Source: an optimization exercise on an open RTL-to-GDS flow (aim: small area). Production flows keep margins and buffers that such runs may drop. The RTL was checked by simulation tests, not by an equivalence proof against the original design. The clock port is modelled as an ideal driver; clocking choices that lean on that would not hold on a real chip. Power is estimated from default activity; no workload was simulated.

## pong
module pong (
  input i_Clk,
  input i_Rst,
  input i_Switch_1,
  input i_Switch_2,
  input i_Switch_3,
  input i_Switch_4,
  output o_LED_1,
  output o_LED_2,
  output o_LED_3,
  output o_LED_4,
  output o_Segment1_A,
  output o_Segment1_B,
  output o_Segment1_C,
  output o_Segment1_D,
  output o_Segment1_E,
  output o_Segment1_F,
  output o_Segment1_G,
  output o_Segment2_A,
  output o_Segment2_B,
  output o_Segment2_C,
  output o_Segment2_D,
  output o_Segment2_E,
  output o_Segment2_F,
  output o_Segment2_G,
  output o_VGA_Red_0,
  output o_VGA_Red_1,
  output o_VGA_Red_2,
  output o_VGA_Grn_0,
  output o_VGA_Grn_1,
  output o_VGA_Grn_2,
  output o_VGA_Blu_0,
  output o_VGA_Blu_1,
  output o_VGA_Blu_2,
  output o_VGA_HSync,
  output o_VGA_VSync
  );
  wire [9:0] w_X_Cursor;
  wire [9:0] w_Y_Cursor;
  wire [8:0] w_P1_top;
  wire [8:0] w_P2_top;
  wire [9:0] w_B_left;
  wire [9:0] w_B_top;
  reg [1:0] device_state;	 
  reg [3:0] r_p1_score;	 
  reg [3:0] r_p2_score;
  wire w_en = (device_state == 2'd1);
  wire w_any_sw = i_Switch_1 | i_Switch_2 | i_Switch_3 | i_Switch_4;
  wire w_p1_point = w_B_left[9] && (w_B_left[6:0] == 7'b1110110);	 
  wire w_p2_point = (w_B_left[9:8] == 2'b11);	 
  always @(posedge i_Clk) begin
    if (i_Rst) begin
      device_state <= 0;
      r_p1_score <= 0;
      r_p2_score <= 0;
    end else if (device_state == 2'd1) begin
      if (w_p1_point || w_p2_point) begin
  ...
Size: about 1,100 cells after synthesis, ~35 I/O pins.
==> flow/config.mk <==
export PLATFORM = sky130hd
export DESIGN_NAME = pong
export DESIGN_NICKNAME = pong
export VERILOG_FILES = /design/flow/design.v
export SDC_FILE = /design/flow/constraint.sdc
export NUM_CORES = 4
export LEC_CHECK = 0
export CAP_MARGIN = 0
export CORE_MARGIN = 2
export CORE_UTILIZATION = 45
export SLEW_MARGIN = 0
==> flow/constraint.sdc <==
create_clock -name core_clock -period 10.0 [get_ports {i_Clk}]
set_input_delay 2.0000 -clock core_clock [delete_from_list [all_inputs] [get_ports {i_Clk}]]
set_output_delay 2.0000 -clock core_clock [all_outputs]
set_load 0.01 [all_outputs]
standard.sh (not shown) runs the stock make flow with config.mk's settings and CLKGATE_MAP_FILE= SYNTH_SCRIPT=/design/flow/synth_recipe.tcl, a recipe that flattens the netlist after the stock synthesis.
==> flow/flow/run.sh <==
#!/bin/bash
# Own layout flow: the standard synthesis, then an area-oriented re-mapping of the
# logic between the registers (registers untouched: same cells, same names), then the standard flow's
# standard layout from floorplan to finish with smaller port and clock buffers, the clock
# buffers that drive too slow a clock edge made one size larger.
set -euo pipefail
W=$(pwd)
R=$W/orfs/results/${FLOW_PLATFORM}/pong/base
YOSYS=yosys
[[ -x $FLOW_HOME/../tools/install/yosys/bin/yosys ]] && YOSYS=$FLOW_HOME/../tools/install/yosys/bin/yosys
LIB=$FLOW_HOME/platforms/${FLOW_PLATFORM}/lib/sky130_fd_sc_hd__tt_025C_1v80.lib

# 1. standard synthesis
bash standard.sh synth > $W/1_standard_synth.log 2>&1
cp $R/1_2_yosys.v $W/synth_standard.v

# 2. re-map the logic for area: ABC deepsyn with several seeds in parallel, keep the smallest
SEEDS="1 2"
for S in $SEEDS; do
  sed -e "s#@SEED@#$S#g" $W/flow/area.abc > $W/area_$S.abc
  sed -e "s#@LIB@#$LIB#g" -e "s#@IN@#$W/synth_standard.v#g" -e "s#@OUT@#$W/synth_remapped_$S.v#g" \
      -e "s#@ABC@#$W/area_$S.abc#g" -e "s#@TOP@#$FLOW_TOP#g" $W/flow/remap.ys > $W/remap_$S.ys
  $YOSYS -s $W/remap_$S.ys > $W/2_remap_$S.log 2>&1 &
done
wait || true
BEST=""; BEST_AREA=""
for S in $SEEDS; do
  A=$(grep -a "Chip area for module" $W/2_remap_$S.log | tail -1 | sed 's/.*: //') || true
  [[ -s $W/synth_remapped_$S.v && -n "$A" ]] || continue
  if [[ -z "$BEST" ]] || awk "BEGIN {exit !($A < $BEST_AREA)}"; then BEST=$S; BEST_AREA=$A; fi
done
echo "remap seeds: best $BEST area $BEST_AREA" > $W/2_remap_choice.log
for S in $SEEDS; do echo "seed $S: $(grep -a 'Chip area for module' $W/2_remap_$S.log | tail -1)" >> $W/2_remap_choice.log; done
[[ -n "$BEST" ]]
cp $W/synth_remapped_$BEST.v $R/1_2_yosys.v
touch $R/1_2_yosys.v

# 3. standard layout on the re-mapped netlist; ports get the smallest buffer, the clock tree
#    small buffers and no dummy loads
export BUFFER_PORTS_ARGS="-buffer_cell sky130_fd_sc_hd__buf_1"
export CTS_ARGS="-sink_clustering_enable -repair_clock_nets -root_buf sky130_fd_sc_hd__clkbuf_8 -buf_list sky130_fd_sc_hd__clkbuf_4 -dont_use_dummy_load"
bash standard.sh cts > $W/3_standard_to_cts.log 2>&1

# 4. clock buffers that leave a flip-flop clock pin slow get the next size up
cp $R/4_cts.odb $W/4_cts_standard.odb
FIX_LIB=$LIB FIX_IN_ODB=$W/4_cts_standard.odb FIX_IN_SDC=$R/4_cts.sdc FIX_OUT_ODB=$R/4_cts.odb \
  FIX_SLEW_PS=100 FIX_BUF=sky130_fd_sc_hd__clkbuf_8 \
  openroad -no_init -exit $W/flow/cts_fix.tcl > $W/4_cts_fix.log 2>&1
touch $R/4_cts.odb

# 5. standard layout from global routing to finish
bash standard.sh finish > $W/5_standard_layout.log 2>&1
==> flow/flow/area.abc <==
strash; &get -n; &deepsyn -J 20 -T 300 -S @SEED@; &put; dch -f; amap -F 4 -A 8
Other scripts of this flow, unchanged in this note and not shown: flow/flow/cts_fix.tcl, flow/flow/remap.ys
The starting point completed without violations.
Next try:
--- a/flow/flow/run.sh
+++ b/flow/flow/run.sh
@@ -16,5 +16,5 @@
 
 # 2. re-map the logic for area: ABC deepsyn with several seeds in parallel, keep the smallest
-SEEDS="1 2"
+SEEDS="1 5 6 7 8 9 10 11"
 for S in $SEEDS; do
   sed -e "s#@SEED@#$S#g" $W/flow/area.abc > $W/area_$S.abc
==> flow/flow/area.abc (replaced) <==
strash; &get -n; &deepsyn -J 500 -T 1500 -S @SEED@; &put; dch -f; amap -F 4 -A 8
GPL_TIMING_DRIVEN = 0   (was not set)
=>
- clock skew increases by 0.0053 ns
- hold slack loses 0.0089 ns
- fmax decreases by 14%
- count of clock-buffer cells in the layout is unchanged
- setup slack loses 0.94 ns
Next try:
--- a/flow/flow/run.sh
+++ b/flow/flow/run.sh
@@ -16,5 +16,5 @@
 
 # 2. re-map the logic for area: ABC deepsyn with several seeds in parallel, keep the smallest
-SEEDS="1 5 6 7 8 9 10 11"
+SEEDS="1 2 3 4"
 for S in $SEEDS; do
   sed -e "s#@SEED@#$S#g" $W/flow/area.abc > $W/area_$S.abc
==> flow/flow/area.abc (replaced) <==
strash; &get -n; &deepsyn -J 100 -T 500 -S @SEED@; &put; dch -f; amap -F 4 -A 8
GPL_TIMING_DRIVEN = not set   (was 0)
Cell area climbs by 1.6%.
First-iteration DRC count climbs by 33%.
Final cell count climbs by 3.2%.
Non-clock buffer count climbs by 3.
Via count climbs by 5.3%.
Setup slack improves by 1.0 ns.
Core utilization drops by 0.62 points.
Routed wire length climbs by 4.8%.
Area after synthesis climbs by 1.6%.
Die area climbs by 1.5%.
Fmax climbs by 18%.
Next try:
==> flow/flow/area.abc (replaced) <==
strash; &get -n; &deepsyn -J 500 -T 900 -S @SEED@; &put; dch -f; amap -F 4 -A 8
After rerunning: The new run finished clean; routed wire length hardly moves; sequential power hardly moves; final cell count fell by a few percent; sequential share of layout area came out higher by 0.37 points; worst setup slack got worse by 0.072 ns; non-clock buffer count came out higher by 3; total power rises slightly.

[port drivers added, routing unchanged]
How much do the figures lean on ideal ports? The routed layouts below were timed once more, with nothing changed but the port constraints. Step 1 sets driving cells, clkbuf_16 on the clock port and buf_2 on the other inputs (assumed; they add their load-dependent delay and slew). Step 2 also shifts input and output timing later by t, the mid clock arrival at the registers, as if the neighbouring blocks saw the same clock. a / b / c = ideal ports / drivers / drivers and shift; a / b = the first two.
run | t (ns) | setup slack, ns | worst setup path after step 2
the first run | 0.461 | 4.126 / 4.086 / 4.546 | register to output
the second run | 0.471 | 3.190 / 3.149 / 3.619 | register to output
the third run | 0.458 | 4.210 / 4.172 / 4.629 | register to output
the fourth run | 0.470 | 4.137 / 4.098 / 4.567 | register to output
After both steps every run listed still meets setup and hold.
